What follows belongs to an exercise in optimizing a design on an open flow for small area and a short achievable clock period; a production flow would make more cautious choices.
Function was checked by simulation only, so behaviour that the tests miss may differ from the original.
Power is estimated from default activity; no workload was simulated.

==> flow/design.v <==
module multiplier_logic (
    input  wire        clk,
    input  wire        rst_n,
    input  wire [15:0] a,
    input  wire [15:0] b,
    output reg  [31:0] y
);
  reg r1_a0;
  reg r1_a1;
  reg r1_a2;
  reg r1_a3;
  reg r1_a4;
  reg r1_a5;
  reg r1_a6;
  reg r1_a7;
  reg r1_a8;
  reg r1_a9;
  reg r1_a10;
  reg r1_a11;
  reg r1_a12;
  reg r1_a13;
  reg r1_a14;
  reg r1_a15;
  reg r1_b15;
  reg r1_one1;
  reg r1_two2;
  reg r1_neg3;
  reg r1_one4;
  reg r1_two5;
  reg r1_neg6;
  reg r1_one7;
  reg r1_two8;
  reg r1_neg9;
  reg r1_one10;
  reg r1_two11;
  reg r1_neg12;
  reg r1_one13;
  reg r1_two14;
  reg r1_neg15;
  reg r1_one16;
  reg r1_two17;
  reg r1_neg18;
  reg r1_one19;
  reg r1_two20;
  reg r1_neg21;
  reg r1_one22;
  reg r1_two23;
  reg r1_neg24;
  reg r2_s193;
  reg r2_s195;
  reg r2_s199;
  reg r2_c200;
  reg r2_s201;
  reg r2_p63;
  reg r2_s203;
  reg r2_c202;
  reg r2_c204;
  reg r2_s205;
  reg r2_s207;
  reg r2_s209;
  reg r2_c210;
  reg r2_s213;
  reg r2_c214;
  reg r2_s219;
  reg r2_c218;
  reg r2_s221;
  reg r2_c220;
  reg r2_s223;
  reg r2_s227;
  reg r2_c224;
  reg r2_s229;
  reg r2_s233;
  reg r2_c230;
  reg r2_s235;
  reg r2_c236;
  reg r2_s241;
  reg r2_s243;
  reg r2_s245;
  reg r2_s247;
  reg r2_c242;
  reg r2_c244;
  reg r2_s249;
  reg r2_s253;
  reg r2_s255;
  reg r2_c250;
  reg r2_s257;
  reg r2_s261;
  reg r2_c258;
  reg r2_s263;
  reg r2_s265;
  reg r2_s269;
  reg r2_s271;
  reg r2_c264;
  reg r2_c266;
  reg r2_s273;
  reg r2_s279;
  reg r2_c274;
  reg r2_s281;
  reg r2_s283;
  reg r2_c282;
  reg r2_c284;
  reg r2_s291;
  reg r2_s293;
  reg r2_s297;
  reg r2_c292;
  reg r2_c294;
  reg r2_s299;
  reg r2_s301;
  reg r2_c300;
  reg r2_c302;
  reg r2_s307;
  reg r2_s309;
  reg r2_s311;
  reg r2_s313;
  reg r2_c308;
  reg r2_c310;
  reg r2_s315;
  reg r2_s317;
  reg r2_s319;
  reg r2_c316;
  reg r2_s321;
  reg r2_s325;
  reg r2_c322;
  reg r2_s327;
  reg r2_s331;
  reg r2_c328;
  reg r2_s333;
  reg r2_c332;
  reg r2_s335;
  reg r2_c334;
  reg r2_s337;
  reg r2_s339;
  reg r2_c338;
  reg r2_s341;
  reg r2_c342;
  reg r2_s345;
  reg r2_c346;
  reg r2_s349;
  reg r2_c348;
  reg r2_s351;
  reg r2_c350;
  reg r2_c352;
  reg r2_s353;
  reg r2_s355;
  reg r3_r2_s193;
  reg r3_r2_s195;
  reg r3_r2_s199;
  reg r3_s357;
  reg r3_s361;
  reg r3_s365;
  reg r3_c366;
  reg r3_s367;
  reg r3_r2_c210;
  reg r3_r2_s213;
  reg r3_c368;
  reg r3_r2_c214;
  reg r3_r2_s219;
  reg r3_r2_s223;
  reg r3_s369;
  reg r3_c370;
  reg r3_s371;
  reg r3_c372;
  reg r3_s373;
  reg r3_c374;
  reg r3_s375;
  reg r3_s377;
  reg r3_s379;
  reg r3_c380;
  reg r3_s383;
  reg r3_c384;
  reg r3_s387;
  reg r3_s393;
  reg r3_c392;
  reg r3_s397;
  reg r3_c394;
  reg r3_c398;
  reg r3_s401;
  reg r3_s407;
  reg r3_c406;
  reg r3_s411;
  reg r3_c408;
  reg r3_s417;
  reg r3_c416;
  reg r3_s421;
  reg r3_c418;
  reg r3_s425;
  reg r3_c424;
  reg r3_s427;
  reg r3_c426;
  reg r3_s431;
  reg r3_s435;
  reg r3_s437;
  reg r3_c436;
  reg r3_s439;
  reg r3_s441;
  reg r3_c440;
  reg r3_s443;
  reg r3_r2_s355;
  reg r3_c444;
  wire one1 = b[0] ^ 1'b0;
  wire two2 = (b[1] & ~b[0] & ~1'b0) | (~b[1] & b[0] & 1'b0);
  wire neg3 = b[1];
  wire one4 = b[2] ^ b[1];
  wire two5 = (b[3] & ~b[2] & ~b[1]) | (~b[3] & b[2] & b[1]);
  wire neg6 = b[3];
  wire one7 = b[4] ^ b[3];
  wire two8 = (b[5] & ~b[4] & ~b[3]) | (~b[5] & b[4] & b[3]);
  wire neg9 = b[5];
  wire one10 = b[6] ^ b[5];
  wire two11 = (b[7] & ~b[6] & ~b[5]) | (~b[7] & b[6] & b[5]);
  wire neg12 = b[7];
  wire one13 = b[8] ^ b[7];
  wire two14 = (b[9] & ~b[8] & ~b[7]) | (~b[9] & b[8] & b[7]);
  wire neg15 = b[9];
  wire one16 = b[10] ^ b[9];
  wire two17 = (b[11] & ~b[10] & ~b[9]) | (~b[11] & b[10] & b[9]);
  wire neg18 = b[11];
  wire one19 = b[12] ^ b[11];
  wire two20 = (b[13] & ~b[12] & ~b[11]) | (~b[13] & b[12] & b[11]);
  wire neg21 = b[13];
  wire one22 = b[14] ^ b[13];
  wire two23 = (b[15] & ~b[14] & ~b[13]) | (~b[15] & b[14] & b[13]);
  wire neg24 = b[15];
  wire p25 = ((r1_one1 & r1_a0) | (r1_two2 & 1'b0)) ^ r1_neg3;
  wire p26 = ((r1_one1 & r1_a1) | (r1_two2 & r1_a0)) ^ r1_neg3;
  wire p27 = ((r1_one1 & r1_a2) | (r1_two2 & r1_a1)) ^ r1_neg3;
  wire p28 = ((r1_one1 & r1_a3) | (r1_two2 & r1_a2)) ^ r1_neg3;
  wire p29 = ((r1_one1 & r1_a4) | (r1_two2 & r1_a3)) ^ r1_neg3;
  wire p30 = ((r1_one1 & r1_a5) | (r1_two2 & r1_a4)) ^ r1_neg3;
  wire p31 = ((r1_one1 & r1_a6) | (r1_two2 & r1_a5)) ^ r1_neg3;
  wire p32 = ((r1_one1 & r1_a7) | (r1_two2 & r1_a6)) ^ r1_neg3;
  wire p33 = ((r1_one1 & r1_a8) | (r1_two2 & r1_a7)) ^ r1_neg3;
  wire p34 = ((r1_one1 & r1_a9) | (r1_two2 & r1_a8)) ^ r1_neg3;
  wire p35 = ((r1_one1 & r1_a10) | (r1_two2 & r1_a9)) ^ r1_neg3;
  wire p36 = ((r1_one1 & r1_a11) | (r1_two2 & r1_a10)) ^ r1_neg3;
  wire p37 = ((r1_one1 & r1_a12) | (r1_two2 & r1_a11)) ^ r1_neg3;
  wire p38 = ((r1_one1 & r1_a13) | (r1_two2 & r1_a12)) ^ r1_neg3;
  wire p39 = ((r1_one1 & r1_a14) | (r1_two2 & r1_a13)) ^ r1_neg3;
  wire p40 = ((r1_one1 & r1_a15) | (r1_two2 & r1_a14)) ^ r1_neg3;
  wire p41 = ((r1_one1 & 1'b0) | (r1_two2 & r1_a15)) ^ r1_neg3;
  wire ns42 = ~r1_neg3;
  wire ng43 = r1_neg3;
  wire p44 = ((r1_one4 & r1_a0) | (r1_two5 & 1'b0)) ^ r1_neg6;
  wire p45 = ((r1_one4 & r1_a1) | (r1_two5 & r1_a0)) ^ r1_neg6;
  wire p46 = ((r1_one4 & r1_a2) | (r1_two5 & r1_a1)) ^ r1_neg6;
  wire p47 = ((r1_one4 & r1_a3) | (r1_two5 & r1_a2)) ^ r1_neg6;
  wire p48 = ((r1_one4 & r1_a4) | (r1_two5 & r1_a3)) ^ r1_neg6;
  wire p49 = ((r1_one4 & r1_a5) | (r1_two5 & r1_a4)) ^ r1_neg6;
  wire p50 = ((r1_one4 & r1_a6) | (r1_two5 & r1_a5)) ^ r1_neg6;
  wire p51 = ((r1_one4 & r1_a7) | (r1_two5 & r1_a6)) ^ r1_neg6;
  wire p52 = ((r1_one4 & r1_a8) | (r1_two5 & r1_a7)) ^ r1_neg6;
  wire p53 = ((r1_one4 & r1_a9) | (r1_two5 & r1_a8)) ^ r1_neg6;
  wire p54 = ((r1_one4 & r1_a10) | (r1_two5 & r1_a9)) ^ r1_neg6;
  wire p55 = ((r1_one4 & r1_a11) | (r1_two5 & r1_a10)) ^ r1_neg6;
  wire p56 = ((r1_one4 & r1_a12) | (r1_two5 & r1_a11)) ^ r1_neg6;
  wire p57 = ((r1_one4 & r1_a13) | (r1_two5 & r1_a12)) ^ r1_neg6;
  wire p58 = ((r1_one4 & r1_a14) | (r1_two5 & r1_a13)) ^ r1_neg6;
  wire p59 = ((r1_one4 & r1_a15) | (r1_two5 & r1_a14)) ^ r1_neg6;
  wire p60 = ((r1_one4 & 1'b0) | (r1_two5 & r1_a15)) ^ r1_neg6;
  wire ns61 = ~r1_neg6;
  wire ng62 = r1_neg6;
  wire p63 = ((r1_one7 & r1_a0) | (r1_two8 & 1'b0)) ^ r1_neg9;
  wire p64 = ((r1_one7 & r1_a1) | (r1_two8 & r1_a0)) ^ r1_neg9;
  wire p65 = ((r1_one7 & r1_a2) | (r1_two8 & r1_a1)) ^ r1_neg9;
  wire p66 = ((r1_one7 & r1_a3) | (r1_two8 & r1_a2)) ^ r1_neg9;
  wire p67 = ((r1_one7 & r1_a4) | (r1_two8 & r1_a3)) ^ r1_neg9;
  wire p68 = ((r1_one7 & r1_a5) | (r1_two8 & r1_a4)) ^ r1_neg9;
  wire p69 = ((r1_one7 & r1_a6) | (r1_two8 & r1_a5)) ^ r1_neg9;
  wire p70 = ((r1_one7 & r1_a7) | (r1_two8 & r1_a6)) ^ r1_neg9;
  wire p71 = ((r1_one7 & r1_a8) | (r1_two8 & r1_a7)) ^ r1_neg9;
  wire p72 = ((r1_one7 & r1_a9) | (r1_two8 & r1_a8)) ^ r1_neg9;
  wire p73 = ((r1_one7 & r1_a10) | (r1_two8 & r1_a9)) ^ r1_neg9;
  wire p74 = ((r1_one7 & r1_a11) | (r1_two8 & r1_a10)) ^ r1_neg9;
  wire p75 = ((r1_one7 & r1_a12) | (r1_two8 & r1_a11)) ^ r1_neg9;
  wire p76 = ((r1_one7 & r1_a13) | (r1_two8 & r1_a12)) ^ r1_neg9;
  wire p77 = ((r1_one7 & r1_a14) | (r1_two8 & r1_a13)) ^ r1_neg9;
  wire p78 = ((r1_one7 & r1_a15) | (r1_two8 & r1_a14)) ^ r1_neg9;
  wire p79 = ((r1_one7 & 1'b0) | (r1_two8 & r1_a15)) ^ r1_neg9;
  wire ns80 = ~r1_neg9;
  wire ng81 = r1_neg9;
  wire p82 = ((r1_one10 & r1_a0) | (r1_two11 & 1'b0)) ^ r1_neg12;
  wire p83 = ((r1_one10 & r1_a1) | (r1_two11 & r1_a0)) ^ r1_neg12;
  wire p84 = ((r1_one10 & r1_a2) | (r1_two11 & r1_a1)) ^ r1_neg12;
  wire p85 = ((r1_one10 & r1_a3) | (r1_two11 & r1_a2)) ^ r1_neg12;
  wire p86 = ((r1_one10 & r1_a4) | (r1_two11 & r1_a3)) ^ r1_neg12;
  wire p87 = ((r1_one10 & r1_a5) | (r1_two11 & r1_a4)) ^ r1_neg12;
  wire p88 = ((r1_one10 & r1_a6) | (r1_two11 & r1_a5)) ^ r1_neg12;
  wire p89 = ((r1_one10 & r1_a7) | (r1_two11 & r1_a6)) ^ r1_neg12;
  wire p90 = ((r1_one10 & r1_a8) | (r1_two11 & r1_a7)) ^ r1_neg12;
  wire p91 = ((r1_one10 & r1_a9) | (r1_two11 & r1_a8)) ^ r1_neg12;
  wire p92 = ((r1_one10 & r1_a10) | (r1_two11 & r1_a9)) ^ r1_neg12;
  wire p93 = ((r1_one10 & r1_a11) | (r1_two11 & r1_a10)) ^ r1_neg12;
  wire p94 = ((r1_one10 & r1_a12) | (r1_two11 & r1_a11)) ^ r1_neg12;
  wire p95 = ((r1_one10 & r1_a13) | (r1_two11 & r1_a12)) ^ r1_neg12;
  wire p96 = ((r1_one10 & r1_a14) | (r1_two11 & r1_a13)) ^ r1_neg12;
  wire p97 = ((r1_one10 & r1_a15) | (r1_two11 & r1_a14)) ^ r1_neg12;
  wire p98 = ((r1_one10 & 1'b0) | (r1_two11 & r1_a15)) ^ r1_neg12;
  wire ns99 = ~r1_neg12;
  wire ng100 = r1_neg12;
  wire p101 = ((r1_one13 & r1_a0) | (r1_two14 & 1'b0)) ^ r1_neg15;
  wire p102 = ((r1_one13 & r1_a1) | (r1_two14 & r1_a0)) ^ r1_neg15;
  wire p103 = ((r1_one13 & r1_a2) | (r1_two14 & r1_a1)) ^ r1_neg15;
  wire p104 = ((r1_one13 & r1_a3) | (r1_two14 & r1_a2)) ^ r1_neg15;
  wire p105 = ((r1_one13 & r1_a4) | (r1_two14 & r1_a3)) ^ r1_neg15;
  wire p106 = ((r1_one13 & r1_a5) | (r1_two14 & r1_a4)) ^ r1_neg15;
  wire p107 = ((r1_one13 & r1_a6) | (r1_two14 & r1_a5)) ^ r1_neg15;
  wire p108 = ((r1_one13 & r1_a7) | (r1_two14 & r1_a6)) ^ r1_neg15;
  wire p109 = ((r1_one13 & r1_a8) | (r1_two14 & r1_a7)) ^ r1_neg15;
  wire p110 = ((r1_one13 & r1_a9) | (r1_two14 & r1_a8)) ^ r1_neg15;
  wire p111 = ((r1_one13 & r1_a10) | (r1_two14 & r1_a9)) ^ r1_neg15;
  wire p112 = ((r1_one13 & r1_a11) | (r1_two14 & r1_a10)) ^ r1_neg15;
  wire p113 = ((r1_one13 & r1_a12) | (r1_two14 & r1_a11)) ^ r1_neg15;
  wire p114 = ((r1_one13 & r1_a13) | (r1_two14 & r1_a12)) ^ r1_neg15;
  wire p115 = ((r1_one13 & r1_a14) | (r1_two14 & r1_a13)) ^ r1_neg15;
  wire p116 = ((r1_one13 & r1_a15) | (r1_two14 & r1_a14)) ^ r1_neg15;
  wire p117 = ((r1_one13 & 1'b0) | (r1_two14 & r1_a15)) ^ r1_neg15;
  wire ns118 = ~r1_neg15;
  wire ng119 = r1_neg15;
  wire p120 = ((r1_one16 & r1_a0) | (r1_two17 & 1'b0)) ^ r1_neg18;
  wire p121 = ((r1_one16 & r1_a1) | (r1_two17 & r1_a0)) ^ r1_neg18;
  wire p122 = ((r1_one16 & r1_a2) | (r1_two17 & r1_a1)) ^ r1_neg18;
  wire p123 = ((r1_one16 & r1_a3) | (r1_two17 & r1_a2)) ^ r1_neg18;
  wire p124 = ((r1_one16 & r1_a4) | (r1_two17 & r1_a3)) ^ r1_neg18;
  wire p125 = ((r1_one16 & r1_a5) | (r1_two17 & r1_a4)) ^ r1_neg18;
  wire p126 = ((r1_one16 & r1_a6) | (r1_two17 & r1_a5)) ^ r1_neg18;
  wire p127 = ((r1_one16 & r1_a7) | (r1_two17 & r1_a6)) ^ r1_neg18;
  wire p128 = ((r1_one16 & r1_a8) | (r1_two17 & r1_a7)) ^ r1_neg18;
  wire p129 = ((r1_one16 & r1_a9) | (r1_two17 & r1_a8)) ^ r1_neg18;
  wire p130 = ((r1_one16 & r1_a10) | (r1_two17 & r1_a9)) ^ r1_neg18;
  wire p131 = ((r1_one16 & r1_a11) | (r1_two17 & r1_a10)) ^ r1_neg18;
  wire p132 = ((r1_one16 & r1_a12) | (r1_two17 & r1_a11)) ^ r1_neg18;
  wire p133 = ((r1_one16 & r1_a13) | (r1_two17 & r1_a12)) ^ r1_neg18;
  wire p134 = ((r1_one16 & r1_a14) | (r1_two17 & r1_a13)) ^ r1_neg18;
  wire p135 = ((r1_one16 & r1_a15) | (r1_two17 & r1_a14)) ^ r1_neg18;
  wire p136 = ((r1_one16 & 1'b0) | (r1_two17 & r1_a15)) ^ r1_neg18;
  wire ns137 = ~r1_neg18;
  wire ng138 = r1_neg18;
  wire p139 = ((r1_one19 & r1_a0) | (r1_two20 & 1'b0)) ^ r1_neg21;
  wire p140 = ((r1_one19 & r1_a1) | (r1_two20 & r1_a0)) ^ r1_neg21;
  wire p141 = ((r1_one19 & r1_a2) | (r1_two20 & r1_a1)) ^ r1_neg21;
  wire p142 = ((r1_one19 & r1_a3) | (r1_two20 & r1_a2)) ^ r1_neg21;
  wire p143 = ((r1_one19 & r1_a4) | (r1_two20 & r1_a3)) ^ r1_neg21;
  wire p144 = ((r1_one19 & r1_a5) | (r1_two20 & r1_a4)) ^ r1_neg21;
  wire p145 = ((r1_one19 & r1_a6) | (r1_two20 & r1_a5)) ^ r1_neg21;
  wire p146 = ((r1_one19 & r1_a7) | (r1_two20 & r1_a6)) ^ r1_neg21;
  wire p147 = ((r1_one19 & r1_a8) | (r1_two20 & r1_a7)) ^ r1_neg21;
  wire p148 = ((r1_one19 & r1_a9) | (r1_two20 & r1_a8)) ^ r1_neg21;
  wire p149 = ((r1_one19 & r1_a10) | (r1_two20 & r1_a9)) ^ r1_neg21;
  wire p150 = ((r1_one19 & r1_a11) | (r1_two20 & r1_a10)) ^ r1_neg21;
  wire p151 = ((r1_one19 & r1_a12) | (r1_two20 & r1_a11)) ^ r1_neg21;
  wire p152 = ((r1_one19 & r1_a13) | (r1_two20 & r1_a12)) ^ r1_neg21;
  wire p153 = ((r1_one19 & r1_a14) | (r1_two20 & r1_a13)) ^ r1_neg21;
  wire p154 = ((r1_one19 & r1_a15) | (r1_two20 & r1_a14)) ^ r1_neg21;
  wire p155 = ((r1_one19 & 1'b0) | (r1_two20 & r1_a15)) ^ r1_neg21;
  wire ns156 = ~r1_neg21;
  wire ng157 = r1_neg21;
  wire p158 = ((r1_one22 & r1_a0) | (r1_two23 & 1'b0)) ^ r1_neg24;
  wire p159 = ((r1_one22 & r1_a1) | (r1_two23 & r1_a0)) ^ r1_neg24;
  wire p160 = ((r1_one22 & r1_a2) | (r1_two23 & r1_a1)) ^ r1_neg24;
  wire p161 = ((r1_one22 & r1_a3) | (r1_two23 & r1_a2)) ^ r1_neg24;
  wire p162 = ((r1_one22 & r1_a4) | (r1_two23 & r1_a3)) ^ r1_neg24;
  wire p163 = ((r1_one22 & r1_a5) | (r1_two23 & r1_a4)) ^ r1_neg24;
  wire p164 = ((r1_one22 & r1_a6) | (r1_two23 & r1_a5)) ^ r1_neg24;
  wire p165 = ((r1_one22 & r1_a7) | (r1_two23 & r1_a6)) ^ r1_neg24;
  wire p166 = ((r1_one22 & r1_a8) | (r1_two23 & r1_a7)) ^ r1_neg24;
  wire p167 = ((r1_one22 & r1_a9) | (r1_two23 & r1_a8)) ^ r1_neg24;
  wire p168 = ((r1_one22 & r1_a10) | (r1_two23 & r1_a9)) ^ r1_neg24;
  wire p169 = ((r1_one22 & r1_a11) | (r1_two23 & r1_a10)) ^ r1_neg24;
  wire p170 = ((r1_one22 & r1_a12) | (r1_two23 & r1_a11)) ^ r1_neg24;
  wire p171 = ((r1_one22 & r1_a13) | (r1_two23 & r1_a12)) ^ r1_neg24;
  wire p172 = ((r1_one22 & r1_a14) | (r1_two23 & r1_a13)) ^ r1_neg24;
  wire p173 = ((r1_one22 & r1_a15) | (r1_two23 & r1_a14)) ^ r1_neg24;
  wire p174 = ((r1_one22 & 1'b0) | (r1_two23 & r1_a15)) ^ r1_neg24;
  wire ns175 = ~r1_neg24;
  wire ng176 = r1_neg24;
  wire p177 = r1_a0 & r1_b15;
  wire p178 = r1_a1 & r1_b15;
  wire p179 = r1_a2 & r1_b15;
  wire p180 = r1_a3 & r1_b15;
  wire p181 = r1_a4 & r1_b15;
  wire p182 = r1_a5 & r1_b15;
  wire p183 = r1_a6 & r1_b15;
  wire p184 = r1_a7 & r1_b15;
  wire p185 = r1_a8 & r1_b15;
  wire p186 = r1_a9 & r1_b15;
  wire p187 = r1_a10 & r1_b15;
  wire p188 = r1_a11 & r1_b15;
  wire p189 = r1_a12 & r1_b15;
  wire p190 = r1_a13 & r1_b15;
  wire p191 = r1_a14 & r1_b15;
  wire p192 = r1_a15 & r1_b15;
  wire s193 = ng43 ^ p25;
  wire c194 = ng43 & p25;
  wire s195 = p26 ^ c194;
  wire c196 = p26 & c194;
  wire s197, c198;
  mult_fa u_s197 (.x(p44), .y(ng62), .z(p27), .s(s197), .c(c198));
  wire s199 = c196 ^ s197;
  wire c200 = c196 & s197;
  wire s201, c202;
  mult_fa u_s201 (.x(c198), .y(p28), .z(p45), .s(s201), .c(c202));
  wire s203, c204;
  mult_fa u_s203 (.x(p46), .y(ng81), .z(p29), .s(s203), .c(c204));
  wire s205, c206;
  mult_fa u_s205 (.x(p64), .y(p30), .z(p47), .s(s205), .c(c206));
  wire s207, c208;
  mult_fa u_s207 (.x(p48), .y(ng100), .z(p31), .s(s207), .c(c208));
  wire s209, c210;
  mult_fa u_s209 (.x(c206), .y(p65), .z(p82), .s(s209), .c(c210));
  wire s211, c212;
  mult_fa u_s211 (.x(p66), .y(p32), .z(p49), .s(s211), .c(c212));
  wire s213, c214;
  mult_fa u_s213 (.x(s211), .y(p83), .z(c208), .s(s213), .c(c214));
  wire s215, c216;
  mult_fa u_s215 (.x(p33), .y(ng119), .z(p101), .s(s215), .c(c216));
  wire s217, c218;
  mult_fa u_s217 (.x(p84), .y(p50), .z(p67), .s(s217), .c(c218));
  wire s219, c220;
  mult_fa u_s219 (.x(s217), .y(c212), .z(s215), .s(s219), .c(c220));
  wire s221, c222;
  mult_fa u_s221 (.x(p51), .y(p102), .z(p34), .s(s221), .c(c222));
  wire s223, c224;
  mult_fa u_s223 (.x(c216), .y(p68), .z(p85), .s(s223), .c(c224));
  wire s225, c226;
  mult_fa u_s225 (.x(p120), .y(ng138), .z(p103), .s(s225), .c(c226));
  wire s227, c228;
  mult_fa u_s227 (.x(p69), .y(p35), .z(p52), .s(s227), .c(c228));
  wire s229, c230;
  mult_fa u_s229 (.x(s225), .y(p86), .z(c222), .s(s229), .c(c230));
  wire s231, c232;
  mult_fa u_s231 (.x(p36), .y(p104), .z(p121), .s(s231), .c(c232));
  wire s233, c234;
  mult_fa u_s233 (.x(p87), .y(p53), .z(p70), .s(s233), .c(c234));
  wire s235, c236;
  mult_fa u_s235 (.x(s231), .y(c226), .z(c228), .s(s235), .c(c236));
  wire s237, c238;
  mult_fa u_s237 (.x(p122), .y(ng157), .z(p105), .s(s237), .c(c238));
  wire s239, c240;
  mult_fa u_s239 (.x(p54), .y(p139), .z(p37), .s(s239), .c(c240));
  wire s241, c242;
  mult_fa u_s241 (.x(c232), .y(p71), .z(p88), .s(s241), .c(c242));
  wire s243, c244;
  mult_fa u_s243 (.x(s239), .y(c234), .z(s237), .s(s243), .c(c244));
  wire s245, c246;
  mult_fa u_s245 (.x(p140), .y(p106), .z(p123), .s(s245), .c(c246));
  wire s247, c248;
  mult_fa u_s247 (.x(p72), .y(p38), .z(p55), .s(s247), .c(c248));
  wire s249, c250;
  mult_fa u_s249 (.x(c240), .y(p89), .z(c238), .s(s249), .c(c250));
  wire s251, c252;
  mult_fa u_s251 (.x(p124), .y(ng176), .z(p107), .s(s251), .c(c252));
  wire s253, c254;
  mult_fa u_s253 (.x(p39), .y(p141), .z(p158), .s(s253), .c(c254));
  wire s255, c256;
  mult_fa u_s255 (.x(p90), .y(p56), .z(p73), .s(s255), .c(c256));
  wire s257, c258;
  mult_fa u_s257 (.x(s251), .y(c246), .z(c248), .s(s257), .c(c258));
  wire s259, c260;
  mult_fa u_s259 (.x(p142), .y(p108), .z(p125), .s(s259), .c(c260));
  wire s261, c262;
  mult_fa u_s261 (.x(p57), .y(p159), .z(p40), .s(s261), .c(c262));
  wire s263, c264;
  mult_fa u_s263 (.x(c252), .y(p74), .z(p91), .s(s263), .c(c264));
  wire s265, c266;
  mult_fa u_s265 (.x(s259), .y(c254), .z(c256), .s(s265), .c(c266));
  wire s267, c268;
  mult_fa u_s267 (.x(p126), .y(p177), .z(p109), .s(s267), .c(c268));
  wire s269, c270;
  mult_fa u_s269 (.x(p41), .y(p143), .z(p160), .s(s269), .c(c270));
  wire s271, c272;
  mult_fa u_s271 (.x(p92), .y(p58), .z(p75), .s(s271), .c(c272));
  wire s273, c274;
  mult_fa u_s273 (.x(s267), .y(c260), .z(c262), .s(s273), .c(c274));
  wire s275, c276;
  mult_fa u_s275 (.x(p178), .y(1'b1), .z(ns42), .s(s275), .c(c276));
  wire s277, c278;
  mult_fa u_s277 (.x(p144), .y(p110), .z(p127), .s(s277), .c(c278));
  wire s279, c280;
  mult_fa u_s279 (.x(p76), .y(p161), .z(p59), .s(s279), .c(c280));
  wire s281, c282;
  mult_fa u_s281 (.x(c268), .y(p93), .z(s275), .s(s281), .c(c282));
  wire s283, c284;
  mult_fa u_s283 (.x(s277), .y(c270), .z(c272), .s(s283), .c(c284));
  wire s285, c286;
  mult_fa u_s285 (.x(p111), .y(1'b1), .z(p179), .s(s285), .c(c286));
  wire s287, c288;
  mult_fa u_s287 (.x(p162), .y(p128), .z(p145), .s(s287), .c(c288));
  wire s289, c290;
  mult_fa u_s289 (.x(p94), .y(p60), .z(p77), .s(s289), .c(c290));
  wire s291, c292;
  mult_fa u_s291 (.x(c280), .y(c276), .z(c278), .s(s291), .c(c292));
  wire s293, c294;
  mult_fa u_s293 (.x(s289), .y(s285), .z(s287), .s(s293), .c(c294));
  wire s295, c296;
  mult_fa u_s295 (.x(p112), .y(ns61), .z(p180), .s(s295), .c(c296));
  wire s297, c298;
  mult_fa u_s297 (.x(p163), .y(p129), .z(p146), .s(s297), .c(c298));
  wire s299, c300;
  mult_fa u_s299 (.x(c286), .y(p78), .z(p95), .s(s299), .c(c300));
  wire s301, c302;
  mult_fa u_s301 (.x(s295), .y(c288), .z(c290), .s(s301), .c(c302));
  wire s303, c304;
  mult_fa u_s303 (.x(p113), .y(1'b1), .z(p181), .s(s303), .c(c304));
  wire s305, c306;
  mult_fa u_s305 (.x(p164), .y(p130), .z(p147), .s(s305), .c(c306));
  wire s307, c308;
  mult_fa u_s307 (.x(c296), .y(p79), .z(p96), .s(s307), .c(c308));
  wire s309, c310;
  mult_fa u_s309 (.x(s305), .y(c298), .z(s303), .s(s309), .c(c310));
  wire s311, c312;
  mult_fa u_s311 (.x(p114), .y(ns80), .z(p182), .s(s311), .c(c312));
  wire s313, c314;
  mult_fa u_s313 (.x(p165), .y(p131), .z(p148), .s(s313), .c(c314));
  wire s315, c316;
  mult_fa u_s315 (.x(c306), .y(p97), .z(c304), .s(s315), .c(c316));
  wire s317, c318;
  mult_fa u_s317 (.x(p115), .y(1'b1), .z(p183), .s(s317), .c(c318));
  wire s319, c320;
  mult_fa u_s319 (.x(p166), .y(p132), .z(p149), .s(s319), .c(c320));
  wire s321, c322;
  mult_fa u_s321 (.x(c314), .y(p98), .z(c312), .s(s321), .c(c322));
  wire s323, c324;
  mult_fa u_s323 (.x(p116), .y(ns99), .z(p184), .s(s323), .c(c324));
  wire s325, c326;
  mult_fa u_s325 (.x(p167), .y(p133), .z(p150), .s(s325), .c(c326));
  wire s327, c328;
  mult_fa u_s327 (.x(s323), .y(c318), .z(c320), .s(s327), .c(c328));
  wire s329, c330;
  mult_fa u_s329 (.x(p117), .y(1'b1), .z(p185), .s(s329), .c(c330));
  wire s331, c332;
  mult_fa u_s331 (.x(p168), .y(p134), .z(p151), .s(s331), .c(c332));
  wire s333, c334;
  mult_fa u_s333 (.x(s329), .y(c324), .z(c326), .s(s333), .c(c334));
  wire s335, c336;
  mult_fa u_s335 (.x(p135), .y(ns118), .z(p186), .s(s335), .c(c336));
  wire s337, c338;
  mult_fa u_s337 (.x(c330), .y(p152), .z(p169), .s(s337), .c(c338));
  wire s339, c340;
  mult_fa u_s339 (.x(p136), .y(1'b1), .z(p187), .s(s339), .c(c340));
  wire s341, c342;
  mult_fa u_s341 (.x(c336), .y(p153), .z(p170), .s(s341), .c(c342));
  wire s343, c344;
  mult_fa u_s343 (.x(p154), .y(ns137), .z(p188), .s(s343), .c(c344));
  wire s345, c346;
  mult_fa u_s345 (.x(s343), .y(p171), .z(c340), .s(s345), .c(c346));
  wire s347, c348;
  mult_fa u_s347 (.x(p155), .y(1'b1), .z(p189), .s(s347), .c(c348));
  wire s349, c350;
  mult_fa u_s349 (.x(s347), .y(p172), .z(c344), .s(s349), .c(c350));
  wire s351, c352;
  mult_fa u_s351 (.x(p173), .y(ns156), .z(p190), .s(s351), .c(c352));
  wire s353, c354;
  mult_fa u_s353 (.x(p174), .y(1'b1), .z(p191), .s(s353), .c(c354));
  wire s355, c356;
  mult_fa u_s355 (.x(c354), .y(ns175), .z(p192), .s(s355), .c(c356));
  wire s357 = r2_c200 ^ r2_s201;
  wire c358 = r2_c200 & r2_s201;
  wire s359, c360;
  mult_fa u_s359 (.x(r2_s203), .y(r2_c202), .z(r2_p63), .s(s359), .c(c360));
  wire s361 = c358 ^ s359;
  wire c362 = c358 & s359;
  wire s363, c364;
  mult_fa u_s363 (.x(c360), .y(r2_c204), .z(r2_s205), .s(s363), .c(c364));
  wire s365 = c362 ^ s363;
  wire c366 = c362 & s363;
  wire s367, c368;
  mult_fa u_s367 (.x(c364), .y(r2_s207), .z(r2_s209), .s(s367), .c(c368));
  wire s369, c370;
  mult_fa u_s369 (.x(r2_s221), .y(r2_c218), .z(r2_c220), .s(s369), .c(c370));
  wire s371, c372;
  mult_fa u_s371 (.x(r2_s229), .y(r2_c224), .z(r2_s227), .s(s371), .c(c372));
  wire s373, c374;
  mult_fa u_s373 (.x(r2_s235), .y(r2_c230), .z(r2_s233), .s(s373), .c(c374));
  wire s375, c376;
  mult_fa u_s375 (.x(r2_s243), .y(r2_c236), .z(r2_s241), .s(s375), .c(c376));
  wire s377, c378;
  mult_fa u_s377 (.x(r2_s245), .y(r2_c242), .z(r2_c244), .s(s377), .c(c378));
  wire s379, c380;
  mult_fa u_s379 (.x(c376), .y(r2_s247), .z(r2_s249), .s(s379), .c(c380));
  wire s381, c382;
  mult_fa u_s381 (.x(r2_s255), .y(r2_c250), .z(r2_s253), .s(s381), .c(c382));
  wire s383, c384;
  mult_fa u_s383 (.x(s381), .y(r2_s257), .z(c378), .s(s383), .c(c384));
  wire s385, c386;
  mult_fa u_s385 (.x(r2_s263), .y(r2_c258), .z(r2_s261), .s(s385), .c(c386));
  wire s387, c388;
  mult_fa u_s387 (.x(s385), .y(r2_s265), .z(c382), .s(s387), .c(c388));
  wire s389, c390;
  mult_fa u_s389 (.x(r2_s269), .y(r2_c264), .z(r2_c266), .s(s389), .c(c390));
  wire s391, c392;
  mult_fa u_s391 (.x(c386), .y(r2_s271), .z(r2_s273), .s(s391), .c(c392));
  wire s393, c394;
  mult_fa u_s393 (.x(s391), .y(s389), .z(c388), .s(s393), .c(c394));
  wire s395, c396;
  mult_fa u_s395 (.x(r2_s281), .y(r2_c274), .z(r2_s279), .s(s395), .c(c396));
  wire s397, c398;
  mult_fa u_s397 (.x(s395), .y(r2_s283), .z(c390), .s(s397), .c(c398));
  wire s399, c400;
  mult_fa u_s399 (.x(r2_s291), .y(r2_c282), .z(r2_c284), .s(s399), .c(c400));
  wire s401, c402;
  mult_fa u_s401 (.x(s399), .y(r2_s293), .z(c396), .s(s401), .c(c402));
  wire s403, c404;
  mult_fa u_s403 (.x(r2_s297), .y(r2_c292), .z(r2_c294), .s(s403), .c(c404));
  wire s405, c406;
  mult_fa u_s405 (.x(c400), .y(r2_s299), .z(r2_s301), .s(s405), .c(c406));
  wire s407, c408;
  mult_fa u_s407 (.x(s405), .y(s403), .z(c402), .s(s407), .c(c408));
  wire s409, c410;
  mult_fa u_s409 (.x(r2_s307), .y(r2_c300), .z(r2_c302), .s(s409), .c(c410));
  wire s411, c412;
  mult_fa u_s411 (.x(s409), .y(r2_s309), .z(c404), .s(s411), .c(c412));
  wire s413, c414;
  mult_fa u_s413 (.x(r2_s311), .y(r2_c308), .z(r2_c310), .s(s413), .c(c414));
  wire s415, c416;
  mult_fa u_s415 (.x(c410), .y(r2_s313), .z(r2_s315), .s(s415), .c(c416));
  wire s417, c418;
  mult_fa u_s417 (.x(s415), .y(s413), .z(c412), .s(s417), .c(c418));
  wire s419, c420;
  mult_fa u_s419 (.x(r2_s319), .y(r2_c316), .z(r2_s317), .s(s419), .c(c420));
  wire s421, c422;
  mult_fa u_s421 (.x(s419), .y(r2_s321), .z(c414), .s(s421), .c(c422));
  wire s423, c424;
  mult_fa u_s423 (.x(r2_s327), .y(r2_c322), .z(r2_s325), .s(s423), .c(c424));
  wire s425, c426;
  mult_fa u_s425 (.x(c422), .y(c420), .z(s423), .s(s425), .c(c426));
  wire s427, c428;
  mult_fa u_s427 (.x(r2_s333), .y(r2_c328), .z(r2_s331), .s(s427), .c(c428));
  wire s429, c430;
  mult_fa u_s429 (.x(r2_s335), .y(r2_c332), .z(r2_c334), .s(s429), .c(c430));
  wire s431, c432;
  mult_fa u_s431 (.x(s429), .y(r2_s337), .z(c428), .s(s431), .c(c432));
  wire s433, c434;
  mult_fa u_s433 (.x(r2_s341), .y(r2_c338), .z(r2_s339), .s(s433), .c(c434));
  wire s435, c436;
  mult_fa u_s435 (.x(c432), .y(c430), .z(s433), .s(s435), .c(c436));
  wire s437, c438;
  mult_fa u_s437 (.x(c434), .y(r2_c342), .z(r2_s345), .s(s437), .c(c438));
  wire s439, c440;
  mult_fa u_s439 (.x(c438), .y(r2_c346), .z(r2_s349), .s(s439), .c(c440));
  wire s441, c442;
  mult_fa u_s441 (.x(r2_s351), .y(r2_c348), .z(r2_c350), .s(s441), .c(c442));
  wire s443, c444;
  mult_fa u_s443 (.x(c442), .y(r2_c352), .z(r2_s353), .s(s443), .c(c444));
  wire s445 = r3_c368 ^ r3_r2_c210;
  wire c446 = r3_c368 & r3_r2_c210;
  wire s447 = r3_r2_c214 ^ r3_r2_s219;
  wire c448 = r3_r2_c214 & r3_r2_s219;
  wire s449 = r3_r2_s223 ^ r3_s369;
  wire c450 = r3_r2_s223 & r3_s369;
  wire s451 = r3_c370 ^ r3_s371;
  wire c452 = r3_c370 & r3_s371;
  wire s453 = r3_c372 ^ r3_s373;
  wire c454 = r3_c372 & r3_s373;
  wire s455 = r3_c374 ^ r3_s375;
  wire c456 = r3_c374 & r3_s375;
  wire s457 = r3_s377 ^ r3_s379;
  wire c458 = r3_s377 & r3_s379;
  wire s459 = r3_c380 ^ r3_s383;
  wire c460 = r3_c380 & r3_s383;
  wire s461 = r3_c384 ^ r3_s387;
  wire c462 = r3_c384 & r3_s387;
  wire s463 = r3_c392 ^ r3_c394;
  wire c464 = r3_c392 & r3_c394;
  wire s465 = r3_c398 ^ r3_s401;
  wire c466 = r3_c398 & r3_s401;
  wire s467 = r3_c406 ^ r3_c408;
  wire c468 = r3_c406 & r3_c408;
  wire s469 = r3_c416 ^ r3_c418;
  wire c470 = r3_c416 & r3_c418;
  wire s471 = r3_c424 ^ r3_c426;
  wire c472 = r3_c424 & r3_c426;
  wire [31:0] ra = {r3_c444, r3_s443, r3_c440, r3_s439, r3_c436, r3_s435, r3_s431, r3_s427, r3_s425, r3_s421, r3_s417, r3_s411, r3_s407, c464, r3_s397, r3_s393, c460, c458, c456, c454, c452, c450, c448, c446, r3_r2_s213, r3_c366, r3_s365, r3_s361, r3_s357, r3_r2_s199, r3_r2_s195, r3_r2_s193};
  wire [31:0] rb = {r3_r2_s355, 1'b0, r3_s441, 1'b0, r3_s437, 1'b0, c472, s471, c470, s469, c468, s467, c466, s465, s463, c462, s461, s459, s457, s455, s453, s451, s449, s447, s445, r3_s367, 1'b0, 1'b0, 1'b0, 1'b0, 1'b0, 1'b0};
  wire [20:0] plo = ra[19:0] + rb[19:0];
  reg [20:0] r4_plo;
  reg [11:0] r4_ha, r4_hb;
  always @(posedge clk) begin r4_plo <= plo; r4_ha <= ra[31:20]; r4_hb <= rb[31:20]; end
  wire [12:0] phs = {r4_ha, r4_plo[20]} + {r4_hb, r4_plo[20]};
  wire [11:0] phi = phs[12:1];
  wire [31:0] prod = {phi, r4_plo[19:0]};
  always @(posedge clk) begin
    r1_a0 <= a[0];
    r1_a1 <= a[1];
    r1_a2 <= a[2];
    r1_a3 <= a[3];
    r1_a4 <= a[4];
    r1_a5 <= a[5];
    r1_a6 <= a[6];
    r1_a7 <= a[7];
    r1_a8 <= a[8];
    r1_a9 <= a[9];
    r1_a10 <= a[10];
    r1_a11 <= a[11];
    r1_a12 <= a[12];
    r1_a13 <= a[13];
    r1_a14 <= a[14];
    r1_a15 <= a[15];
    r1_b15 <= b[15];
    r1_one1 <= one1;
    r1_two2 <= two2;
    r1_neg3 <= neg3;
    r1_one4 <= one4;
    r1_two5 <= two5;
    r1_neg6 <= neg6;
    r1_one7 <= one7;
    r1_two8 <= two8;
    r1_neg9 <= neg9;
    r1_one10 <= one10;
    r1_two11 <= two11;
    r1_neg12 <= neg12;
    r1_one13 <= one13;
    r1_two14 <= two14;
    r1_neg15 <= neg15;
    r1_one16 <= one16;
    r1_two17 <= two17;
    r1_neg18 <= neg18;
    r1_one19 <= one19;
    r1_two20 <= two20;
    r1_neg21 <= neg21;
    r1_one22 <= one22;
    r1_two23 <= two23;
    r1_neg24 <= neg24;
    r2_s193 <= s193;
    r2_s195 <= s195;
    r2_s199 <= s199;
    r2_c200 <= c200;
    r2_s201 <= s201;
    r2_p63 <= p63;
    r2_s203 <= s203;
    r2_c202 <= c202;
    r2_c204 <= c204;
    r2_s205 <= s205;
    r2_s207 <= s207;
    r2_s209 <= s209;
    r2_c210 <= c210;
    r2_s213 <= s213;
    r2_c214 <= c214;
    r2_s219 <= s219;
    r2_c218 <= c218;
    r2_s221 <= s221;
    r2_c220 <= c220;
    r2_s223 <= s223;
    r2_s227 <= s227;
    r2_c224 <= c224;
    r2_s229 <= s229;
    r2_s233 <= s233;
    r2_c230 <= c230;
    r2_s235 <= s235;
    r2_c236 <= c236;
    r2_s241 <= s241;
    r2_s243 <= s243;
    r2_s245 <= s245;
    r2_s247 <= s247;
    r2_c242 <= c242;
    r2_c244 <= c244;
    r2_s249 <= s249;
    r2_s253 <= s253;
    r2_s255 <= s255;
    r2_c250 <= c250;
    r2_s257 <= s257;
    r2_s261 <= s261;
    r2_c258 <= c258;
    r2_s263 <= s263;
    r2_s265 <= s265;
    r2_s269 <= s269;
    r2_s271 <= s271;
    r2_c264 <= c264;
    r2_c266 <= c266;
    r2_s273 <= s273;
    r2_s279 <= s279;
    r2_c274 <= c274;
    r2_s281 <= s281;
    r2_s283 <= s283;
    r2_c282 <= c282;
    r2_c284 <= c284;
    r2_s291 <= s291;
    r2_s293 <= s293;
    r2_s297 <= s297;
    r2_c292 <= c292;
    r2_c294 <= c294;
    r2_s299 <= s299;
    r2_s301 <= s301;
    r2_c300 <= c300;
    r2_c302 <= c302;
    r2_s307 <= s307;
    r2_s309 <= s309;
    r2_s311 <= s311;
    r2_s313 <= s313;
    r2_c308 <= c308;
    r2_c310 <= c310;
    r2_s315 <= s315;
    r2_s317 <= s317;
    r2_s319 <= s319;
    r2_c316 <= c316;
    r2_s321 <= s321;
    r2_s325 <= s325;
    r2_c322 <= c322;
    r2_s327 <= s327;
    r2_s331 <= s331;
    r2_c328 <= c328;
    r2_s333 <= s333;
    r2_c332 <= c332;
    r2_s335 <= s335;
    r2_c334 <= c334;
    r2_s337 <= s337;
    r2_s339 <= s339;
    r2_c338 <= c338;
    r2_s341 <= s341;
    r2_c342 <= c342;
    r2_s345 <= s345;
    r2_c346 <= c346;
    r2_s349 <= s349;
    r2_c348 <= c348;
    r2_s351 <= s351;
    r2_c350 <= c350;
    r2_c352 <= c352;
    r2_s353 <= s353;
    r2_s355 <= s355;
    r3_r2_s193 <= r2_s193;
    r3_r2_s195 <= r2_s195;
    r3_r2_s199 <= r2_s199;
    r3_s357 <= s357;
    r3_s361 <= s361;
    r3_s365 <= s365;
    r3_c366 <= c366;
    r3_s367 <= s367;
    r3_r2_c210 <= r2_c210;
    r3_r2_s213 <= r2_s213;
    r3_c368 <= c368;
    r3_r2_c214 <= r2_c214;
    r3_r2_s219 <= r2_s219;
    r3_r2_s223 <= r2_s223;
    r3_s369 <= s369;
    r3_c370 <= c370;
    r3_s371 <= s371;
    r3_c372 <= c372;
    r3_s373 <= s373;
    r3_c374 <= c374;
    r3_s375 <= s375;
    r3_s377 <= s377;
    r3_s379 <= s379;
    r3_c380 <= c380;
    r3_s383 <= s383;
    r3_c384 <= c384;
    r3_s387 <= s387;
    r3_s393 <= s393;
    r3_c392 <= c392;
    r3_s397 <= s397;
    r3_c394 <= c394;
    r3_c398 <= c398;
    r3_s401 <= s401;
    r3_s407 <= s407;
    r3_c406 <= c406;
    r3_s411 <= s411;
    r3_c408 <= c408;
    r3_s417 <= s417;
    r3_c416 <= c416;
    r3_s421 <= s421;
    r3_c418 <= c418;
    r3_s425 <= s425;
    r3_c424 <= c424;
    r3_s427 <= s427;
    r3_c426 <= c426;
    r3_s431 <= s431;
    r3_s435 <= s435;
    r3_s437 <= s437;
    r3_c436 <= c436;
    r3_s439 <= s439;
    r3_s441 <= s441;
    r3_c440 <= c440;
    r3_s443 <= s443;
    r3_r2_s355 <= r2_s355;
    r3_c444 <= c444;
  end
  reg [3:0] v;
  always @(posedge clk) begin
    if (!rst_n) begin
      v <= 4'd0;
      y <= 32'd0;
    end else begin
      v <= {v[2:0], 1'b1};
      y <= v[3] ? prod : 32'd0;
    end
  end
endmodule
module mult_fa (input wire x, input wire y, input wire z, output wire s, output wire c);
  assign s = x ^ y ^ z;
  assign c = (x & y) | (x & z) | (y & z);
endmodule
==> flow/run.sh <==
#!/bin/bash
# synth_recipe.tcl (not shown) runs the flow's synth.tcl, then flattens the netlist and writes it again
# the make line also repeats each setting of config.mk as NAME=value (left out here)
make -C /OpenROAD-flow-scripts/flow DESIGN_CONFIG=/design/flow/config.mk WORK_HOME=/design/flow/orfs CLKGATE_MAP_FILE= SYNTH_SCRIPT=/design/flow/synth_recipe.tcl finish
==> flow/config.mk <==
export PLATFORM = sky130hd
export DESIGN_NAME = multiplier_logic
export DESIGN_NICKNAME = multiplier_logic
export VERILOG_FILES = /design/flow/design.v
export SDC_FILE = /design/flow/constraint.sdc
export NUM_CORES = 4
export LEC_CHECK = 0
export CAP_MARGIN = 20
export CORE_MARGIN = 2
export CORE_UTILIZATION = 40
export CTS_CLUSTER_DIAMETER = 60
export CTS_CLUSTER_SIZE = 50
export SETUP_SLACK_MARGIN = 2.5
export SLEW_MARGIN = 20
export SYNTH_HIERARCHICAL = 1
export SYNTH_MINIMUM_KEEP_SIZE = 0
==> flow/constraint.sdc <==
create_clock -name core_clock -period 4.5 [get_ports {clk}]
set_input_delay 0.9000 -clock core_clock [delete_from_list [all_inputs] [get_ports {clk}]]
set_output_delay 0.9000 -clock core_clock [all_outputs]
set_load 0.01 [all_outputs]
==> impl_metrics.yaml, run 1 <==
cells_and_area:
  instances_no_fill: 1459
  diodes: 0
  nets: 1245
  area_growth_pct: 17.8
  drive_gt1_share_pct: 17.3
yosys:
  synth_edf_count: 0
  syn_inst: 1016
  yosys-top-cells-area: "dfxtp_1, fa_1, xnor2_1"
  synthFlopType: "dfxtp_1"
  yosysSeqAreaShare_pct: 43.8
  synth.largest_area_cell: "dfxtp_1"
  synth_top_area_share_pct: 43.8
  synth_cell_types: 55
  syn_avg_cell_area_um2: 12.1
  yosysWarnings: 7
  synthArstFlopShare_pct: 0
  synth_area_um2: 12300
  ys_ff_latch: 269
placement:
  dp.cells: 1399
  gpl.final_weighted_congestion: 0.823
  dp.final_hpwl_mm: 17.4
  portBuffers: 65
global_route:
  first_global_vias: 7758
  antenna_found_initial: 0
  grtUsageTotal_pct: 16.6
  grt_max_degree: 33
  grt_overflow: 0
  grt_pass1_wl_mm: 42.2
worst_setup_path:
  setup.worst_path.end_class: "flip-flop"
  crit_family: "compound AO/OA/AOI/OAI gates"
  startpoint_type: "flip-flop"
  crit_path_cell_trace: "ha_4, fa_2, a21o_1, a221oi_4, and4b_1, a211oi_2"
  arrival_ns: 2.41
  required_ns: 4.94
  crit_path_max_incr_delay_ns: 0.34
  critical-path-slowest-cell: "dfxtp_2"
  critPathKind: "flip-flop to flip-flop"
  critPathBufInv: 0
  worstPathMaxFanout: 3
hold_path:
  hp-class: "flip-flop to flip-flop"
timing:
  post-route-min-period_ns: 1.96
  fmax_mhz: 509
  worst_slew_pin_slew_ns: 0.627
  finalSetupTns_ns: 0
  finalSetupViolCount: 0
  relSlewSlack_pct: 58.1
  skew_ns: 0.0251
  rsz0062_at_grt: "true"
  hold_viol: 0
  finalCritPeriodShare_pct: 43.7
  drv_slew: 0
drt:
  drtPass1Iterations: 5
  avgRoutedWirePerCell_um: 17.8
  vias_per_cell: 5.08
  wirelength_mm: 26.0
  detail-route-antenna-nets: 0
  vias: 7418
  drt_iter0_drc: 466
  drc: 0
cts:
  cts_max_path_buffers: 3
  cts_root_buffer: "clkbuf_16"
  cts.htree.levels: 1
  cts_buffers: 21
  cts_tree: "yes"
  clock-sinks: 269
  clock_latency_ns: 0.54
  cts.clk_slew.worst_paths_ns: 0.10
  cts_hold_buffers: 0
floorplanning:
  coreArea_um2: 30400
  rows: 64
  die_area_um2: 32200
  start_util_pct: 40.4
  die_h_um: 179
  fp.dieW_um: 179
  pin_count: 66
run_status:
  status: "timing/DRC/antenna clean"
power:
  leakagePower_nw: 5.61
  p_per_area_nw_per_um2: 685
  ir_drop_mv: 0.326
job:
  drv_cap: 0
==> worst reg2reg max path: cells and delay by family (launching register included) <==
kind                     cells  cell delay (ns)
flip-flops                   1             0.34
adder cells (fa/ha/maj)      2             0.58
AND/OR/NAND/NOR              1             0.24
AO/OA/AOI/OAI                3             0.71
==> cell families after synthesis <==
group           count (synthesis)  share of synthesized area, %
other cells                     1                        0.0305
fa+ha+maj                     163                          24.0
compound gates                194                          11.6
buf+inv                       101                          3.31
mux                             1                        0.0813
xor+xnor                      157                          11.2
flops                         269                          43.8
simple gates                  130                          5.98
==> cells in the mapped netlist (2+ instances only) <==
master and instances:
a21o_1 7, or3_1 3, nor2b_1 3, nand4_1 3, a31oi_1 3, xor2_1 15
nand4b_1 2, a21oi_1 17, nand2b_1 8, a211oi_1 5, fa_1 122, a221oi_1 2
o21ai_0 14, and2_1 20, a311o_1 2, nor3_1 8, and3_1 27, a22oi_1 122
nand3_1 4, a2111oi_0 4, inv_1 10, buf_2 17, nand3b_1 7, nand2_1 24
dfxtp_1 269, nor2_1 13, ha_1 41, o21bai_1 2, and4b_1 2, clkbuf_1 72
xnor2_1 142, o211ai_1 3
==> where the power goes <==
group	leakage, nW	internal [mW]	total [mW]	switching, mW
clock	0.392	0.992	2.07	1.08
sequential	2.27	3.25	3.74	0.488
combinational	2.95	2.05	4.12	2.06
==> path summary, 6_finish.rpt <==
| kind | startpoint | end | slack (ns) | cells past startpoint |
|---|---|---|---|---|
| min | r3_r2_s355$_DFF_P_ | r4_hb[11]$_DFF_P_ | 0.32 | 0 |
| min reg2reg | r3_r2_s355$_DFF_P_ | r4_hb[11]$_DFF_P_ | 0.32 | 0 |
| max | r3_r2_c210$_DFF_P_ | r4_plo[18]$_DFF_P_ | 2.54 | 6 |
| max reg2reg | r3_r2_c210$_DFF_P_ | r4_plo[18]$_DFF_P_ | 2.54 | 6 |
==> through the flow <==
stage,utilization [%],hold slack (ns),total power [mW],setup slack [ns],instance area (µm²)
2_1_floorplan,-,0.310,6.33,2.50,12400
3_3_place_gp,43.2,0.311,7.17,1.94,13200
3_5_place_dp,43.2,0.312,7.27,1.88,13200
4_1_cts,46.9,0.322,9.65,2.50,14300
5_1_grt,47.6,0.334,10.8,2.38,14500
6_report,47.6,0.321,9.93,2.54,14500
==> area by class of cell <==
| type | instances | area, µm² |
|---|---|---|
| fill | 2717 | 15900 |
| clock inverter | 16 | 303 |
| clock buffer | 22 | 529 |
| inverter | 10 | 37.5 |
| sequential | 269 | 5540 |
| timing repair buffer | 93 | 785 |
| tap | 396 | 495 |
| multi-input combinational | 653 | 6810 |
==> Yosys stat by module, one instance, submodules excluded <==
module | cells inside | cell area (µm²)
mult_fa | 1 | 20.0
multiplier_logic | 896 | 9900
==> registers in the layout, summed over array words and instances (netlist names), 4 cells and up <==
register / flops
r4_ha: 12
r4_hb: 9
r4_plo: 21
v: 4
y: 32
==> layout by cell type (no fill, tap or decap), types with 4 or more instances in the layout <==
cell type,n
dfxtp_4,38
clkbuf_2,9
fa_1,121
ha_2,4
nor3_1,8
xnor2_1,142
ha_1,28
nand3b_1,7
buf_2,18
a21oi_1,15
a22oi_1,117
clkdlybuf4s15_2,5
xor2_1,15
nand2_1,23
buf_6,4
o21ai_0,12
clkdlybuf4s50_1,33
and2_1,21
dfxtp_1,223
nor2_1,13
ha_4,9
nand2b_1,8
a21o_1,6
a22oi_2,5
buf_4,21
and3_1,25
conb_1,8
clkinv_16,5
clkbuf_16,21
dfxtp_2,8
inv_1,10
==> layer usage <==
| layer | up-vias | track usage (%) | routed length [µm] |
|---|---|---|---|
| met2 | 224 | 26.2 | 11800 |
| met3 | 37 | 2.68 | 1460 |
| li1 | 3506 | - | - |
| met4 | 0 | 4.40 | 536 |
| met5 | - | 0 | 0 |
| met1 | 3651 | 23.8 | 12300 |
==> what timing repair did <==
item	4_1_cts	5_1_grt
setup endpoints to repair	112	58
buffers inserted	3	19
pin swaps	7	10
gates resized for setup	185	67
==> run 2, diff against run 1 <==
--- a/flow/config.mk
+++ b/flow/config.mk
@@ -10,6 +10,7 @@
 export CORE_UTILIZATION = 40
 export CTS_CLUSTER_DIAMETER = 60
 export CTS_CLUSTER_SIZE = 50
+export PLACE_DENSITY = 0.7
 export SETUP_SLACK_MARGIN = 2.5
 export SLEW_MARGIN = 20
 export SYNTH_HIERARCHICAL = 1
==> impl_metrics.yaml, run 2 <==
cells_and_area:
  diodes: 0
  drive_gt1_share_pct: 15.8
  nets: 1236
  instances_no_fill: 1446
  largest_register: "y"
  final_common_cell: "dfxtp_1"
  area_growth_pct: 15.6
  nFillCells: 2715
  reg_top3: "y x32, r4_plo x21, r4_ha x12"
  seq_area_um2: 5540
  final_cell_mix: "dfxtp_1, xnor2_1, a22oi_1"
  largest_reg_flops: 32
  fin_area_um2: 14200
  multi_input_area_um2: 6730
cts:
  cts.htree.levels: 1
  cts_tree: "yes"
  cts_max_path_buffers: 3
  cts_hold_buffers: 0
  clock-sinks: 269
  cts_root_buffer: "clkbuf_16"
  cts_buffers: 19
  cts.clk_slew.worst_paths_ns: 0.11
  clock_latency_ns: 0.53
power:
  ir_drop_mv: 0.283
  leakagePower_nw: 5.52
  p_per_area_nw_per_um2: 671
  power_mw: 9.54
global_route:
  grt_max_degree: 35
  first_global_vias: 7818
  antenna_found_initial: 0
  grt_pass1_wl_mm: 41.6
  grtUsageTotal_pct: 16.3
  grt_overflow: 0
yosys:
  synthFlopType: "dfxtp_1"
  synth_cell_types: 55
  ys_ff_latch: 269
  synthArstFlopShare_pct: 0
  synth_top_area_share_pct: 43.8
  synth.most_common_cell: "dfxtp_1"
  syn_inst: 1016
  synth.largest_area_cell: "dfxtp_1"
  syn_avg_cell_area_um2: 12.1
  yosysWarnings: 7
  synth_area_um2: 12300
  synthTopCellsByCount: "dfxtp_1, xnor2_1, a22oi_1, fa_1, clkbuf_1"
  yosys-top-cells-area: "dfxtp_1, fa_1, xnor2_1"
  synth_edf_count: 0
  yosysSeqAreaShare_pct: 43.8
placement:
  gpl.final_weighted_congestion: 0.889
  portBuffers: 65
  dp.final_hpwl_mm: 17.4
  dpl_worst_slack_ns: 1.94
  place_area_um2: 13200
  dp.cells: 1400
drt:
  avgRoutedWirePerCell_um: 17.8
  detail-route-antenna-nets: 0
  drc: 0
  drt_iter0_drc: 579
  vias_per_cell: 5.18
  vias: 7497
  wirelength_mm: 25.7
  drtPass1Iterations: 6
hold_path:
  hp-class: "flip-flop to flip-flop"
  holdCritStartpoint: "r2_s199$_DFF_P_"
worst_setup_path:
  crit_family: "compound AO/OA/AOI/OAI gates"
  critical-path-slowest-cell: "fa_2"
  worstPathMaxFanout: 3
  crit_path_max_incr_delay_ns: 0.36
  critPathBufInv: 1
  setup.worst_path.end_class: "flip-flop"
  reg2reg_from: "r3_c368$_DFF_P_"
  arrival_ns: 2.42
  required_ns: 4.89
  critPathKind: "flip-flop to flip-flop"
  crit_path_cell_trace: "ha_4, fa_2, a21o_1, a221oi_4, buf_4, nand3b_1, a211oi_2"
  startpoint_type: "flip-flop"
  critPathLaunch: "r3_c368$_DFF_P_"
floorplanning:
  die_area_um2: 32200
  rows: 64
  die_h_um: 179
  start_util_pct: 40.4
  coreArea_um2: 30400
  fp.dieW_um: 179
  pin_count: 66
timing:
  drv_slew: 0
  finalSetupViolCount: 0
  finalCritPeriodShare_pct: 45.2
  fin_ws_ns: 2.47
  skew_ns: 0.0305
  hold_viol: 0
  post-route-min-period_ns: 2.03
  fmax_mhz: 492
  rsz0062_at_grt: "true"
  finalSetupTns_ns: 0
job:
  drv_cap: 0
run_status:
  status: "timing/DRC/antenna clean"
==> run 2: cell types whose count changed in the layout (fill, tap and decap cells not counted), moves of 3 or more <==
cell / previous run / this run
inv_16: 2 / 5
a22oi_1: 117 / 121
clkbuf_2: 9 / 6
clkinv_16: 5 / 2
dfxtp_1: 223 / 219
ha_4: 9 / 6
clkdlybuf4s15_1: 0 / 5
dfxtp_2: 8 / 12
a22oi_2: 5 / 1
buf_4: 21 / 17
clkdlybuf4s15_2: 5 / 2
==> run 2: layout make-up <==
class | count | share of cell area (%)
inverters | 10 | 0.264
flip-flops and latches | 269 | 39.0
multi-input cells | 653 | 47.3
clock inverters | 13 | 1.65
clock buffers | 19 | 3.34
well taps | 396 | 3.48
repair buffers | 86 | 5.00
==> run 2: stage by stage <==
stage               util (%)  hold WS (ns)
floorplan                  -         0.310
detailed placement      43.2         0.312
finish                  46.8         0.322
CTS                     46.3         0.327
global placement        43.2         0.311
global route            46.8         0.321
==> run 2: worst reg2reg max path, stage by stage (launching register included) <==
cell	delay [ns]
dfxtp_2	0.35
ha_4	0.24
fa_2	0.36
a21o_1	0.22
a221oi_4	0.31
buf_4	0.18
nand3b_1	0.17
a211oi_2	0.09
==> run 2: per-module statistics from Yosys (local to each module, per instance) <==
module            times used  cells
multiplier_logic           1    896
mult_fa                  120      1
==> run 2: path summary, 6_finish.rpt <==
check	end	cells after the start	slack, ns
worst max-delay path	r4_plo[18]$_DFF_P_	7	2.47
worst min-delay path	r3_r2_s199$_DFF_P_	0	0.32
worst max register to register	r4_plo[18]$_DFF_P_	7	2.47
worst min register to register	r3_r2_s199$_DFF_P_	0	0.32
==> run 2: kinds of logic after synthesis <==
| logic type | count (synthesis) | share of synthesized area (%) |
|---|---|---|
| flops | 269 | 43.8 |
| compound gates | 194 | 11.6 |
| fa+ha+maj | 163 | 24.0 |
| xor+xnor | 157 | 11.2 |
| simple gates | 130 | 5.98 |
| buf+inv | 101 | 3.31 |
| other cells | 1 | 0.0305 |
| mux | 1 | 0.0813 |
==> run 2: routing by layer <==
| layer | global-route usage, % | share of wire [%] | vias up |
|---|---|---|---|
| li1 | - | - | 3487 |
| met2 | 26.8 | 47 | 318 |
| met4 | 4.84 | 1.7 | 0 |
| met3 | 3.40 | 8.2 | 38 |
| met1 | 21.9 | 43 | 3654 |
| met5 | 0 | 0 | - |
==> run 2: repair_timing <==
item / CTS / global route
endpoints found under the setup margin: 109 / 64
resized for setup: 164 / 77
buffers inserted: 2 / 12
pin swaps: 3 / 10
endpoints found under the hold margin: 0 / 0
==> run 2: power by group <==
part	internal [mW]	switching (mW)	total (mW)
combinational	1.93	1.98	3.91
sequential	3.25	0.482	3.74
clock	0.889	1.01	1.90
total	6.07	3.47	9.54
==> run 3, diff against run 2 <==
--- a/flow/config.mk
+++ b/flow/config.mk
@@ -11,7 +11,7 @@
 export CTS_CLUSTER_DIAMETER = 60
 export CTS_CLUSTER_SIZE = 50
 export PLACE_DENSITY = 0.7
-export SETUP_SLACK_MARGIN = 2.5
+export SETUP_SLACK_MARGIN = 2.55
 export SLEW_MARGIN = 20
 export SYNTH_HIERARCHICAL = 1
 export SYNTH_MINIMUM_KEEP_SIZE = 0
==> impl_metrics.yaml, run 3 <==
run_status:
  status: "timing/DRC/antenna clean"
cells_and_area:
  diodes: 0
  multi_input_area_um2: 6850
  seq_area_um2: 5540
  area_growth_pct: 18.9
  largest_reg_flops: 32
  instances_no_fill: 1478
  final_cell_mix: "dfxtp_1, xnor2_1, fa_1"
  drive_gt1_share_pct: 19.8
  nFillCells: 2715
  final_common_cell: "dfxtp_1"
  largest_register: "y"
  nets: 1266
  reg_top3: "y x32, r4_plo x21, r4_ha x12"
yosys:
  synth_area_um2: 12300
  ys_ff_latch: 269
  synth_edf_count: 0
  synth-compound-area-share_pct: 11.6
  synth.most_common_cell: "dfxtp_1"
  syn_avg_cell_area_um2: 12.1
  synthFlopType: "dfxtp_1"
  synth_xor_xnor_area_share_pct: 11.2
  synth-simple-area-share_pct: 5.98
  synth_top_area_share_pct: 43.8
  synthMuxAreaShare_pct: 0.0813
  synth.largest_area_cell: "dfxtp_1"
  yosys-top-cells-area: "dfxtp_1, fa_1, xnor2_1"
  synth_adder_area_share_pct: 24.0
  synthTopCellsByCount: "dfxtp_1, xnor2_1, a22oi_1, fa_1, clkbuf_1"
  yosysSeqAreaShare_pct: 43.8
  synth_cell_types: 55
  syn_inst: 1016
  synthArstFlopShare_pct: 0
  yosysWarnings: 7
  synth_top_family_by_area: "adder cells"
cts:
  cts.clk_slew.worst_paths_ns: 0.10
  clock_latency_ns: 0.53
  cts_max_path_buffers: 3
  cts_root_buffer: "clkbuf_16"
  cts_buffers: 19
  cts.htree.levels: 1
  cts_tree: "yes"
  cts_hold_buffers: 0
  clock-sinks: 269
worst_setup_path:
  required_ns: 4.95
  critPathCapture: "r4_plo[18]$_DFF_P_"
  crit_path_max_incr_delay_ns: 0.36
  setup.worst_path.end_class: "flip-flop"
  critPathKind: "flip-flop to flip-flop"
  arrival_ns: 2.40
  critical-path-slowest-cell: "fa_2"
  critPathLaunch: "r3_r2_c210$_DFF_P_"
  startpoint_type: "flip-flop"
  reg2reg_from: "r3_r2_c210$_DFF_P_"
  worstPathMaxFanout: 3
  crit_path_cell_trace: "ha_4, fa_2, a21o_1, a221oi_4, and4b_1, a211oi_2"
  r2r_setup_slack_ns: 2.55
  reg2reg_to: "r4_plo[18]$_DFF_P_"
  r2r_cells: 6
timing:
  rsz0062_at_grt: "true"
  post-route-min-period_ns: 1.95
  finalSetupTns_ns: 0
  skew_ns: 0.0332
  fmax_mhz: 512
  hold_viol: 0
  finalSetupViolCount: 0
  drv_slew: 0
  finalCritPeriodShare_pct: 43.4
global_route:
  grtUsageTotal_pct: 16.0
  grt_pass1_wl_mm: 40.8
  grt_max_degree: 32
  first_global_vias: 7662
  antenna_found_initial: 0
  grt_overflow: 0
placement:
  dp.final_hpwl_mm: 16.8
  gpl.final_weighted_congestion: 0.870
  portBuffers: 65
  dp.cells: 1398
floorplanning:
  coreArea_um2: 30400
  die_area_um2: 32200
  fp.dieW_um: 179
  rows: 64
  pin_count: 66
  die_h_um: 179
  start_util_pct: 40.4
drt:
  detail-route-antenna-nets: 0
  vias: 7529
  vias_per_cell: 5.09
  avgRoutedWirePerCell_um: 17.2
  drt_iter0_drc: 584
  drc: 0
  wirelength_mm: 25.5
  drtPass1Iterations: 5
power:
  p_per_area_nw_per_um2: 672
  leakagePower_nw: 5.71
  ir_drop_mv: 0.405
job:
  drv_cap: 0
hold_path:
  hp-class: "flip-flop to flip-flop"
==> run 3: worst max-delay path, delay by kind of cell (launching register included) <==
family,cells,cell delay (ns)
adders and majority gates,2,0.60
AOI/OAI and AO/OA,3,0.69
and+or+nand+nor,1,0.25
DFF,1,0.34
==> run 3: kinds of logic after synthesis <==
| family | Yosys count |
|---|---|
| other | 1 |
| buffers and inverters | 101 |
| xor gates and xnor gates | 157 |
| AOI/OAI and AO/OA | 194 |
| and+or+nand+nor | 130 |
| DFF | 269 |
| muxes | 1 |
| adders and majority gates | 163 |
==> run 3: final cells by class <==
type                       count  area share [%]
clock inverter                15            1.92
clock buffer                  19            3.25
multi-input combinational    653            46.8
inverter                      10           0.256
tap                          396            3.39
timing repair buffer         116            6.48
sequential                   269            37.9
==> run 3: how the worst min path moves through the flow <==
stage,startpoint,end,slack [ns],cells past startpoint
6_report,r2_s195$_DFF_P_,r3_r2_s195$_DFF_P_,0.33,0
5_1_grt,r2_s195$_DFF_P_,r3_r2_s195$_DFF_P_,0.34,0
4_1_cts,r2_s195$_DFF_P_,r3_r2_s195$_DFF_P_,0.33,0
3_5_place_dp,r2_c214$_DFF_P_,r3_r2_c214$_DFF_P_,0.31,0
3_3_place_gp,r2_s355$_DFF_P_,r3_r2_s355$_DFF_P_,0.31,0
2_1_floorplan,r2_c210$_DFF_P_,r3_r2_c210$_DFF_P_,0.31,0
==> run 3: what timing repair did <==
item | 4_1_cts | 5_1_grt
hold endpoints to repair | 0 | 0
setup endpoints to repair | 126 | 36
pin swaps | 5 | 11
cloned | 0 | 0
buffers inserted | 5 | 41
resized for setup | 235 | 30
==> run 3: routing by layer <==
metal | GRT usage [%] | vias up | routed length (µm)
met3 | 3.44 | 37 | 2230
met1 | 21.8 | 3638 | 10900
met4 | 5.17 | 0 | 416
li1 | - | 3548 | -
met5 | 0 | - | 0
met2 | 25.6 | 306 | 11900
==> run 3: report_power, final <==
group / switching (mW) / internal [mW] / total (mW)
sequential: 0.474 / 3.26 / 3.73
clock: 1.04 / 0.905 / 1.94
combinational: 2.10 / 2.07 / 4.17
==> run 3: Yosys stat by module (local to each module, per instance) <==
module	cells	cell area, µm²
multiplier_logic	896	9900
mult_fa	1	20.0
==> run 3: metrics by stage <==
| step | util, % | area, µm² | hold slack, ns | power [mW] | worst slack, ns |
|---|---|---|---|---|---|
| global placement | 43.3 | 13200 | 0.311 | 7.14 | 1.57 |
| CTS | 46.4 | 14100 | 0.333 | 9.56 | 2.55 |
| floorplan | - | 12500 | 0.310 | 6.34 | 2.53 |
| detailed placement | 43.3 | 13200 | 0.312 | 7.25 | 1.56 |
| global route | 48.1 | 14600 | 0.336 | 10.6 | 2.49 |
| finish | 48.1 | 14600 | 0.328 | 9.84 | 2.55 |

-- port drivers added, routing unchanged --
The results above use ideal ports. As a check the final layouts listed here were re-extracted and re-timed, cells and wires unchanged. Step 1 (the two cells are an assumption about what drives the block):
set clk [get_ports {clk}]
set_driving_cell -lib_cell sky130_fd_sc_hd__clkbuf_16 $clk
set_driving_cell -lib_cell sky130_fd_sc_hd__buf_2 [delete_from_list [all_inputs] $clk]
Step 2 moves the port delays by t, midway between the first and last clock arrival at a register: inputs arrive t later, outputs are due t later. That takes back most of the time a late clock gives input paths. Slacks: ideal / step 1 / step 2; pairs: ideal / step 1.
run	shift t [ns]	setup WS [ns]	worst hold slack (ns)	slew at the worst register clock pin (ns)	worst data-port slew with drivers (ns)
run 1	0.572	2.535 / 2.492 / 2.052	0.321 / 0.321 / 0.321	0.10 / 0.10	0.03
run 2	0.560	2.466 / 2.466 / 2.064	0.322 / 0.322 / 0.322	0.11 / 0.11	0.04
run 3	0.566	2.548 / 2.548 / 2.183	0.328 / 0.328 / 0.328	0.10 / 0.10	0.03
After both steps every run listed still meets setup and hold. For run 1, which loses most, drivers alone change the setup slack by -0.043 ns; drivers and shift together by -0.483 ns.
